What follows belongs to an exercise in optimizing a design on an open flow for small area and a short achievable clock period; a production flow would make more cautious choices.
In this exercise RTL edits were held to simulation tests only and were not proved equivalent to the original.

==> 05-18: inputs <==
==> flow/design.v (excerpt) <==
module euler_ode_solver
(
  input  signed [17:0] k1, k13, k2, k23, km, km3, D1, D2,
  input  signed [17:0] init_v1, init_v2,
  input  signed [17:0] init_x1, init_x2,
  input                clk, reset,
  input          [3:0] dt,
  output signed [17:0] x1, x2
);
==> module euler_ode_solver, before the edit <==
module euler_ode_solver
(
  input  signed [17:0] k1, k13, k2, k23, km, km3, D1, D2,
  input  signed [17:0] init_v1, init_v2,
  input  signed [17:0] init_x1, init_x2,
  input                clk, reset,
  input          [3:0] dt,
  output signed [17:0] x1, x2
);
  reg signed [17:0] x1r, x2r, v1, v2, l, r, d;
  reg        [16:0] l2, r2, d2;
  assign x1 = x1r;
  assign x2 = x2r;
  wire signed [17:0] dx1 = v1 >>> dt;
  wire signed [17:0] dx2 = v2 >>> dt;
  wire signed [17:0] x1n = reset ? x1r + dx1 : init_x1;
  wire signed [17:0] x2n = reset ? x2r + dx2 : init_x2;
  wire signed [17:0] ln  = reset ? l + dx1 : init_x1 + 18'sd65535;
  wire signed [17:0] rn  = reset ? r - dx2 : 18'sd65536 - init_x2;
  wire signed [17:0] dn  = reset ? d + dx2 - dx1 : init_x2 - init_x1;
  wire [16:0] l2n, r2n, d2n;
  sq18 sql (.a(ln), .y(l2n));
  sq18 sqr (.a(rn), .y(r2n));
  sq18 sqd (.a(dn), .y(d2n));
  wire signed [17:0] l3, r3, d3;
  cube18 cbl (.a(l2), .b(l), .y(l3));
  cube18 cbr (.a(r2), .b(r), .y(r3));
  cube18 cbd (.a(d2), .b(d), .y(d3));
  wire signed [17:0] k1l, k13l3, k2r, k23r3, kmd, km3d3, d1v1, d2v2;
  smul18 m0 (.a(k1),  .b(l),  .y(k1l));
  smul18 m1 (.a(k13), .b(l3), .y(k13l3));
  smul18 m2 (.a(k2),  .b(r),  .y(k2r));
  smul18 m3 (.a(k23), .b(r3), .y(k23r3));
  smul18 m4 (.a(km),  .b(d),  .y(kmd));
  smul18 m5 (.a(km3), .b(d3), .y(km3d3));
  smul18 m6 (.a(v1),  .b(D1), .y(d1v1));
  smul18 m7 (.a(v2),  .b(D2), .y(d2v2));
  wire signed [17:0] f1 = kmd + km3d3 - k1l - k13l3 - d1v1;
  wire signed [17:0] f2 = k2r + k23r3 - d2v2 - kmd - km3d3;
  wire signed [17:0] v1n = reset ? v1 + (f1 >>> dt) : init_v1;
  wire signed [17:0] v2n = reset ? v2 + (f2 >>> dt) : init_v2;
  always @(posedge clk) begin
    x1r <= x1n; x2r <= x2n; v1 <= v1n; v2 <= v2n;
    l <= ln; r <= rn; d <= dn;
    l2 <= l2n; r2 <= r2n; d2 <= d2n;
  end
endmodule
Settings: LEC_CHECK=0, CAP_MARGIN=20, CORE_MARGIN=2, CORE_UTILIZATION=40, SLEW_MARGIN=20; clock period 30.0 ns.
run.sh (not shown) runs the stock make flow with config.mk's settings and CLKGATE_MAP_FILE= SYNTH_SCRIPT=/design/flow/synth_recipe.tcl, a recipe that flattens the netlist after the stock synthesis.
==> inputs of 10-22, as changes to 05-18 <==
--- a/flow/design.v
+++ b/flow/design.v
@@ -2609,6 +2609,11 @@
 );
-  reg signed [17:0] x1r, x2r, v1, v2, l, r, d;
+  reg signed [17:0] x1r, x2r, l, r, d;
   reg        [16:0] l2, r2, d2;
+  reg signed [17:0] vb1, vb2, f1r, f2r;
+  reg         [3:0] dtr;
+  reg               rr;
   assign x1 = x1r;
   assign x2 = x2r;
+  wire signed [17:0] v1 = vb1 + (rr ? (f1r >>> dtr) : 18'sd0);
+  wire signed [17:0] v2 = vb2 + (rr ? (f2r >>> dtr) : 18'sd0);
   wire signed [17:0] dx1 = v1 >>> dt;
@@ -2639,6 +2644,7 @@
   wire signed [17:0] f2 = k2r + k23r3 - d2v2 - kmd - km3d3;
-  wire signed [17:0] v1n = reset ? v1 + (f1 >>> dt) : init_v1;
-  wire signed [17:0] v2n = reset ? v2 + (f2 >>> dt) : init_v2;
+  wire signed [17:0] vb1n = reset ? v1 : init_v1;
+  wire signed [17:0] vb2n = reset ? v2 : init_v2;
   always @(posedge clk) begin
-    x1r <= x1n; x2r <= x2n; v1 <= v1n; v2 <= v2n;
+    x1r <= x1n; x2r <= x2n;
+    vb1 <= vb1n; vb2 <= vb2n; f1r <= f1; f2r <= f2; dtr <= dt; rr <= reset;
     l <= ln; r <= rn; d <= dn;
==> flow/flow/run.sh (new file) <==
#!/bin/bash
# Standard ORFS layout, except that Yosys's generic synth skips its internal
# "abc -fast" step (synth -noabc), so the explicit full-adder trees in the RTL
# reach extract_fa unchanged. Technology mapping (final abc), flip-flop mapping,
# flattening and renaming are exactly as in synth_recipe.tcl.
set -euo pipefail
here=$(pwd)
sed 's/^proc synth {args} { yosys synth -nofsm -noshare {\*}\$args }$/proc synth {args} { yosys synth -nofsm -noshare -noabc {*}$args }/' \
  synth_recipe.tcl > flow_synth.tcl
grep -q -- '-noabc' flow_synth.tcl
bash standard.sh SYNTH_SCRIPT="$here/flow_synth.tcl" finish > flow_make.log 2>&1
test -f out/final.def
==> flow/standard.sh (new file) <==
#!/bin/bash
# synth_recipe.tcl (not shown) runs the flow's synth.tcl, then flattens the netlist and writes it again
# the make line also repeats each setting of config.mk as NAME=value (left out here)
make -C /OpenROAD-flow-scripts/flow DESIGN_CONFIG=/design/flow/config.mk WORK_HOME=/design/flow/orfs CLKGATE_MAP_FILE= SYNTH_SCRIPT=/design/flow/synth_recipe.tcl "${@:-finish}"
removed: flow/run.sh
==> comparison <==
10-22 passed the timing, DRC and antenna checks. 05-18 passed the timing, DRC and antenna checks. Of 10-22 and 05-18, 05-18 has the higher synthesized cell count (gap about 16%, measured against 05-18). Of 10-22 and 05-18, 05-18 has the higher synthesized area (gap 3.8%, measured against 05-18). Of 05-18 and 10-22, 10-22 has the higher maximum frequency (gap about 15%, measured against 10-22). Of 05-18 and 10-22, 10-22 has the higher setup slack (gap 3200 ps). Between 05-18 and 10-22, the lower wire length is in 10-22 (gap 2.6%, measured against 10-22). Between 10-22 and 05-18, the lower sequential cell count is in 05-18 (gap 41).

========
==> run a: inputs <==
euler_ode_solver, a different RTL version from the one above (not shown whole).
## euler_ode_solver
module euler_ode_solver
(
  input  signed [17:0] k1, k13, k2, k23, km, km3, D1, D2,
  input  signed [17:0] init_v1, init_v2,
  input  signed [17:0] init_x1, init_x2,
  input                clk, reset,
  input          [3:0] dt,
  output signed [17:0] x1, x2
);
Settings: LEC_CHECK=0, CAP_MARGIN=20, CORE_MARGIN=2, CORE_UTILIZATION=40, SETUP_SLACK_MARGIN=5, SLEW_MARGIN=20; clock period 30.0 ns.
Stock flow here: none of the scripts above is used.
==> run b: changes against run a <==
==> flow/flow/run.sh (new file) <==
#!/bin/bash
# Standard ORFS layout (standard.sh) with two changes to synthesis only:
#  * Yosys's generic synth skips its internal "abc -fast" (synth -noabc), so the
#    explicit adder trees of the RTL are not restructured before mapping;
#  * instances of the RTL's cell wrapper modules (fa_cell, ha_cell, a21oi_cell, ...:
#    plain gates with behavioural bodies) are mapped straight onto the same library cells
#    (flow/cells_map.v), right after elaboration.
# Everything else (flip-flop mapping, final abc, flattening, renaming, and all
# later steps) is the standard flow.
# Timing repair (after CTS and after global routing) aims for 18 ns of setup
# slack on the worst 5% of endpoints, so critical paths get upsized/buffered.
set -euo pipefail
here=$(pwd)
map="$here/flow/cells_map.v"
sed "0,/^hierarchy -check -top \$::env(DESIGN_NAME)\$/s||hierarchy -check -top \$::env(DESIGN_NAME)\ntechmap -map $map|" \
  "$FLOW_HOME/scripts/synth.tcl" > orfs_synth.tcl
grep -q "^techmap -map $map\$" orfs_synth.tcl
sed -e 's/^proc synth {args} { yosys synth -nofsm -noshare {\*}\$args }$/proc synth {args} { yosys synth -nofsm -noshare -noabc {*}$args }/' \
    -e "s|^source \$::env(SCRIPTS_DIR)/synth.tcl\$|source $here/orfs_synth.tcl|" synth_recipe.tcl > flow_synth.tcl
grep -q -- '-noabc' flow_synth.tcl
grep -q "^source $here/orfs_synth.tcl\$" flow_synth.tcl
bash standard.sh SYNTH_SCRIPT="$here/flow_synth.tcl" SETUP_SLACK_MARGIN=18 TNS_END_PERCENT=5 finish > flow_make.log 2>&1
test -f out/final.def
==> flow/flow/cells_map.v (new file) <==
module fa_cell (input a, input b, input c, output s, output co);
  sky130_fd_sc_hd__fa_1 _TECHMAP_REPLACE_ (.A(a), .B(b), .CIN(c), .SUM(s), .COUT(co));
endmodule
module ha_cell (input a, input b, output s, output co);
  sky130_fd_sc_hd__ha_1 _TECHMAP_REPLACE_ (.A(a), .B(b), .SUM(s), .COUT(co));
endmodule
module a21oi_cell (input a1, input a2, input b1, output y);
  sky130_fd_sc_hd__a21oi_1 _TECHMAP_REPLACE_ (.A1(a1), .A2(a2), .B1(b1), .Y(y));
endmodule

module o21ai_cell (input a1, input a2, input b1, output y);
  sky130_fd_sc_hd__o21ai_1 _TECHMAP_REPLACE_ (.A1(a1), .A2(a2), .B1(b1), .Y(y));
endmodule

module a22oi_cell (input a1, input a2, input b1, input b2, output y);
  sky130_fd_sc_hd__a22oi_1 _TECHMAP_REPLACE_ (.A1(a1), .A2(a2), .B1(b1), .B2(b2), .Y(y));
endmodule

module or2_cell (input a, input b, output y);
  sky130_fd_sc_hd__or2_1 _TECHMAP_REPLACE_ (.A(a), .B(b), .X(y));
endmodule

module nand2_cell (input a, input b, output y);
  sky130_fd_sc_hd__nand2_1 _TECHMAP_REPLACE_ (.A(a), .B(b), .Y(y));
endmodule

module nor2_cell (input a, input b, output y);
  sky130_fd_sc_hd__nor2_1 _TECHMAP_REPLACE_ (.A(a), .B(b), .Y(y));
endmodule

module inv_cell (input a, output y);
  sky130_fd_sc_hd__inv_1 _TECHMAP_REPLACE_ (.A(a), .Y(y));
endmodule

module xor2_cell (input a, input b, output y);
  sky130_fd_sc_hd__xor2_1 _TECHMAP_REPLACE_ (.A(a), .B(b), .X(y));
endmodule

module xnor2_cell (input a, input b, output y);
  sky130_fd_sc_hd__xnor2_1 _TECHMAP_REPLACE_ (.A(a), .B(b), .Y(y));
endmodule
==> flow/standard.sh (new file) <==
#!/bin/bash
# synth_recipe.tcl (not shown) runs the flow's synth.tcl, then flattens the netlist and writes it again
# the make line also repeats each setting of config.mk as NAME=value (left out here)
make -C /OpenROAD-flow-scripts/flow DESIGN_CONFIG=/design/flow/config.mk WORK_HOME=/design/flow/orfs CLKGATE_MAP_FILE= SYNTH_SCRIPT=/design/flow/synth_recipe.tcl "${@:-finish}"
Settings changed: CAP_MARGIN 20 to 0, SETUP_SLACK_MARGIN 5 to unset, SLEW_MARGIN 20 to 0.
removed: flow/run.sh
==> run c: changes against run a <==
==> flow/flow/run.sh (new file) <==
#!/bin/bash
# Standard ORFS layout (standard.sh) with two changes to synthesis only:
#  * Yosys's generic synth skips its internal "abc -fast" (synth -noabc), so the
#    explicit adder trees of the RTL are not restructured before mapping;
#  * instances of the RTL's cell wrapper modules (fa_cell, ha_cell, a21oi_cell, ...:
#    plain gates with behavioural bodies) are mapped straight onto the same library cells
#    (flow/cells_map.v), right after elaboration.
# Everything else (flip-flop mapping, final abc, flattening, renaming, and all
# later steps) is the standard flow.
# Timing repair (after CTS and after global routing) aims for 20 ns of setup
# slack on the worst 10% of endpoints, so critical paths get upsized/buffered.
set -euo pipefail
here=$(pwd)
map="$here/flow/cells_map.v"
sed "0,/^hierarchy -check -top \$::env(DESIGN_NAME)\$/s||hierarchy -check -top \$::env(DESIGN_NAME)\ntechmap -map $map|" \
  "$FLOW_HOME/scripts/synth.tcl" > orfs_synth.tcl
grep -q "^techmap -map $map\$" orfs_synth.tcl
sed -e 's/^proc synth {args} { yosys synth -nofsm -noshare {\*}\$args }$/proc synth {args} { yosys synth -nofsm -noshare -noabc {*}$args }/' \
    -e "s|^source \$::env(SCRIPTS_DIR)/synth.tcl\$|source $here/orfs_synth.tcl|" synth_recipe.tcl > flow_synth.tcl
grep -q -- '-noabc' flow_synth.tcl
grep -q "^source $here/orfs_synth.tcl\$" flow_synth.tcl
bash standard.sh SYNTH_SCRIPT="$here/flow_synth.tcl" SETUP_SLACK_MARGIN=20 TNS_END_PERCENT=10 finish > flow_make.log 2>&1
test -f out/final.def
==> flow/flow/cells_map.v (new file) <==
module fa_cell (input a, input b, input c, output s, output co);
  sky130_fd_sc_hd__fa_1 _TECHMAP_REPLACE_ (.A(a), .B(b), .CIN(c), .SUM(s), .COUT(co));
endmodule
module ha_cell (input a, input b, output s, output co);
  sky130_fd_sc_hd__ha_1 _TECHMAP_REPLACE_ (.A(a), .B(b), .SUM(s), .COUT(co));
endmodule
module a21oi_cell (input a1, input a2, input b1, output y);
  sky130_fd_sc_hd__a21oi_1 _TECHMAP_REPLACE_ (.A1(a1), .A2(a2), .B1(b1), .Y(y));
endmodule

module o21ai_cell (input a1, input a2, input b1, output y);
  sky130_fd_sc_hd__o21ai_1 _TECHMAP_REPLACE_ (.A1(a1), .A2(a2), .B1(b1), .Y(y));
endmodule

module a22oi_cell (input a1, input a2, input b1, input b2, output y);
  sky130_fd_sc_hd__a22oi_1 _TECHMAP_REPLACE_ (.A1(a1), .A2(a2), .B1(b1), .B2(b2), .Y(y));
endmodule

module or2_cell (input a, input b, output y);
  sky130_fd_sc_hd__or2_1 _TECHMAP_REPLACE_ (.A(a), .B(b), .X(y));
endmodule

module nand2_cell (input a, input b, output y);
  sky130_fd_sc_hd__nand2_1 _TECHMAP_REPLACE_ (.A(a), .B(b), .Y(y));
endmodule

module nor2_cell (input a, input b, output y);
  sky130_fd_sc_hd__nor2_1 _TECHMAP_REPLACE_ (.A(a), .B(b), .Y(y));
endmodule

module inv_cell (input a, output y);
  sky130_fd_sc_hd__inv_1 _TECHMAP_REPLACE_ (.A(a), .Y(y));
endmodule

module xor2_cell (input a, input b, output y);
  sky130_fd_sc_hd__xor2_1 _TECHMAP_REPLACE_ (.A(a), .B(b), .X(y));
endmodule

module xnor2_cell (input a, input b, output y);
  sky130_fd_sc_hd__xnor2_1 _TECHMAP_REPLACE_ (.A(a), .B(b), .Y(y));
endmodule
==> flow/standard.sh (new file) <==
#!/bin/bash
# synth_recipe.tcl (not shown) runs the flow's synth.tcl, then flattens the netlist and writes it again
# the make line also repeats each setting of config.mk as NAME=value (left out here)
make -C /OpenROAD-flow-scripts/flow DESIGN_CONFIG=/design/flow/config.mk WORK_HOME=/design/flow/orfs CLKGATE_MAP_FILE= SYNTH_SCRIPT=/design/flow/synth_recipe.tcl "${@:-finish}"
Settings changed: CORE_UTILIZATION 40 to 55, SETUP_SLACK_MARGIN 5 to unset.
removed: flow/run.sh
==> run d: changes against run a <==
==> flow/flow/run.sh (new file) <==
#!/bin/bash
# Standard ORFS layout (standard.sh) with two changes to synthesis only:
#  * Yosys's generic synth skips its internal "abc -fast" (synth -noabc), so the
#    explicit adder trees of the RTL are not restructured before mapping;
#  * instances of the RTL's cell wrapper modules (fa_cell, ha_cell, a21oi_cell, ...:
#    plain gates with behavioural bodies) are mapped straight onto the same library cells
#    (flow/cells_map.v), right after elaboration.
# Everything else (flip-flop mapping, final abc, flattening, renaming, and all
# later steps) is the standard flow.
# Timing repair (after CTS and after global routing) aims for 18 ns of setup
# slack on the worst 5% of endpoints, so critical paths get upsized/buffered.
set -euo pipefail
here=$(pwd)
map="$here/flow/cells_map.v"
sed "0,/^hierarchy -check -top \$::env(DESIGN_NAME)\$/s||hierarchy -check -top \$::env(DESIGN_NAME)\ntechmap -map $map|" \
  "$FLOW_HOME/scripts/synth.tcl" > orfs_synth.tcl
grep -q "^techmap -map $map\$" orfs_synth.tcl
sed -e 's/^proc synth {args} { yosys synth -nofsm -noshare {\*}\$args }$/proc synth {args} { yosys synth -nofsm -noshare -noabc {*}$args }/' \
    -e "s|^source \$::env(SCRIPTS_DIR)/synth.tcl\$|source $here/orfs_synth.tcl|" synth_recipe.tcl > flow_synth.tcl
grep -q -- '-noabc' flow_synth.tcl
grep -q "^source $here/orfs_synth.tcl\$" flow_synth.tcl
bash standard.sh SYNTH_SCRIPT="$here/flow_synth.tcl" SETUP_SLACK_MARGIN=18 TNS_END_PERCENT=5 finish > flow_make.log 2>&1
test -f out/final.def
==> flow/flow/cells_map.v (new file) <==
module fa_cell (input a, input b, input c, output s, output co);
  sky130_fd_sc_hd__fa_1 _TECHMAP_REPLACE_ (.A(a), .B(b), .CIN(c), .SUM(s), .COUT(co));
endmodule
module ha_cell (input a, input b, output s, output co);
  sky130_fd_sc_hd__ha_1 _TECHMAP_REPLACE_ (.A(a), .B(b), .SUM(s), .COUT(co));
endmodule
module a21oi_cell (input a1, input a2, input b1, output y);
  sky130_fd_sc_hd__a21oi_1 _TECHMAP_REPLACE_ (.A1(a1), .A2(a2), .B1(b1), .Y(y));
endmodule

module o21ai_cell (input a1, input a2, input b1, output y);
  sky130_fd_sc_hd__o21ai_1 _TECHMAP_REPLACE_ (.A1(a1), .A2(a2), .B1(b1), .Y(y));
endmodule

module a22oi_cell (input a1, input a2, input b1, input b2, output y);
  sky130_fd_sc_hd__a22oi_1 _TECHMAP_REPLACE_ (.A1(a1), .A2(a2), .B1(b1), .B2(b2), .Y(y));
endmodule

module or2_cell (input a, input b, output y);
  sky130_fd_sc_hd__or2_1 _TECHMAP_REPLACE_ (.A(a), .B(b), .X(y));
endmodule

module nand2_cell (input a, input b, output y);
  sky130_fd_sc_hd__nand2_1 _TECHMAP_REPLACE_ (.A(a), .B(b), .Y(y));
endmodule

module nor2_cell (input a, input b, output y);
  sky130_fd_sc_hd__nor2_1 _TECHMAP_REPLACE_ (.A(a), .B(b), .Y(y));
endmodule

module inv_cell (input a, output y);
  sky130_fd_sc_hd__inv_1 _TECHMAP_REPLACE_ (.A(a), .Y(y));
endmodule

module xor2_cell (input a, input b, output y);
  sky130_fd_sc_hd__xor2_1 _TECHMAP_REPLACE_ (.A(a), .B(b), .X(y));
endmodule

module xnor2_cell (input a, input b, output y);
  sky130_fd_sc_hd__xnor2_1 _TECHMAP_REPLACE_ (.A(a), .B(b), .Y(y));
endmodule
==> flow/standard.sh (new file) <==
#!/bin/bash
# synth_recipe.tcl (not shown) runs the flow's synth.tcl, then flattens the netlist and writes it again
# the make line also repeats each setting of config.mk as NAME=value (left out here)
make -C /OpenROAD-flow-scripts/flow DESIGN_CONFIG=/design/flow/config.mk WORK_HOME=/design/flow/orfs CLKGATE_MAP_FILE= SYNTH_SCRIPT=/design/flow/synth_recipe.tcl "${@:-finish}"
Settings changed: SETUP_SLACK_MARGIN 5 to unset.
removed: flow/run.sh
==> comparison table <==
quantity                                                run c       run a       run b       run d
Status                       no timing/DRC/antenna violations  no timing/DRC/antenna violations  no timing/DRC/antenna violations  no timing/DRC/antenna violations
Pre-CTS setup slack                                  14.78 ns    11.22 ns    14.63 ns    14.63 ns
Floorplan Core Area                                198000 µm²  349000 µm²  273000 µm²  273000 µm²
Crit path time final                                 12.91 ns    18.28 ns    12.87 ns    12.89 ns
GR Layer Usage met1                                     53.7%       41.6%       40.8%       41.1%
Flip-flop and latch share of the layout cell area       3.37%       3.04%       3.31%       3.34%
Worst hold margin                                    0.673 ns    0.728 ns    0.657 ns    0.655 ns
Data required time of the worst path                 30.52 ns    30.57 ns    30.53 ns    30.57 ns
Start point of the critical path                   init_x2[5]       dt[0]  init_x2[2]  init_x2[0]
Register area                                        4400 µm²    4450 µm²    4400 µm²    4400 µm²
Worst path bufs/invs                                        2           6           2           3
Flop-to-flop setup slack                             17.50 ns    12.00 ns    17.66 ns    17.60 ns
Post-CTS setup buffer count                               335           0         279         296

[what the ideal ports hide]
The flow's constraints put no driver on any port. The routed layouts listed below were extracted and timed again, unchanged, in two steps.
Step 1 assumes that a clkbuf_16 drives the clock port and a buf_2 every other input.
Step 2, shift: input delay + t, output delay - t, t = (earliest + latest rising clock arrival at the registers) / 2. This alone moves slack from input paths to output paths.
Three values: no drivers, after step 1, after step 2; two values: the first two.
run	shift t [ns]	slack for setup (ns)	slew at the worst register clock pin (ns)
05-18	0.653	8.978 / 8.978 / 8.559	0.11 / 0.11
10-22	0.672	12.204 / 12.204 / 12.204	0.06 / 0.06
run a	0.738	11.724 / 11.768 / 11.029	0.08 / 0.08
run b	0.716	17.133 / 17.110 / 16.394	0.08 / 0.08
run c	0.700	17.091 / 17.103 / 16.404	0.07 / 0.07
run d	0.725	17.113 / 17.050 / 16.325	0.08 / 0.08
After both steps every run listed still meets setup and hold. For run d, which loses most, drivers alone change the setup slack by -0.063 ns; drivers and shift together by -0.788 ns.
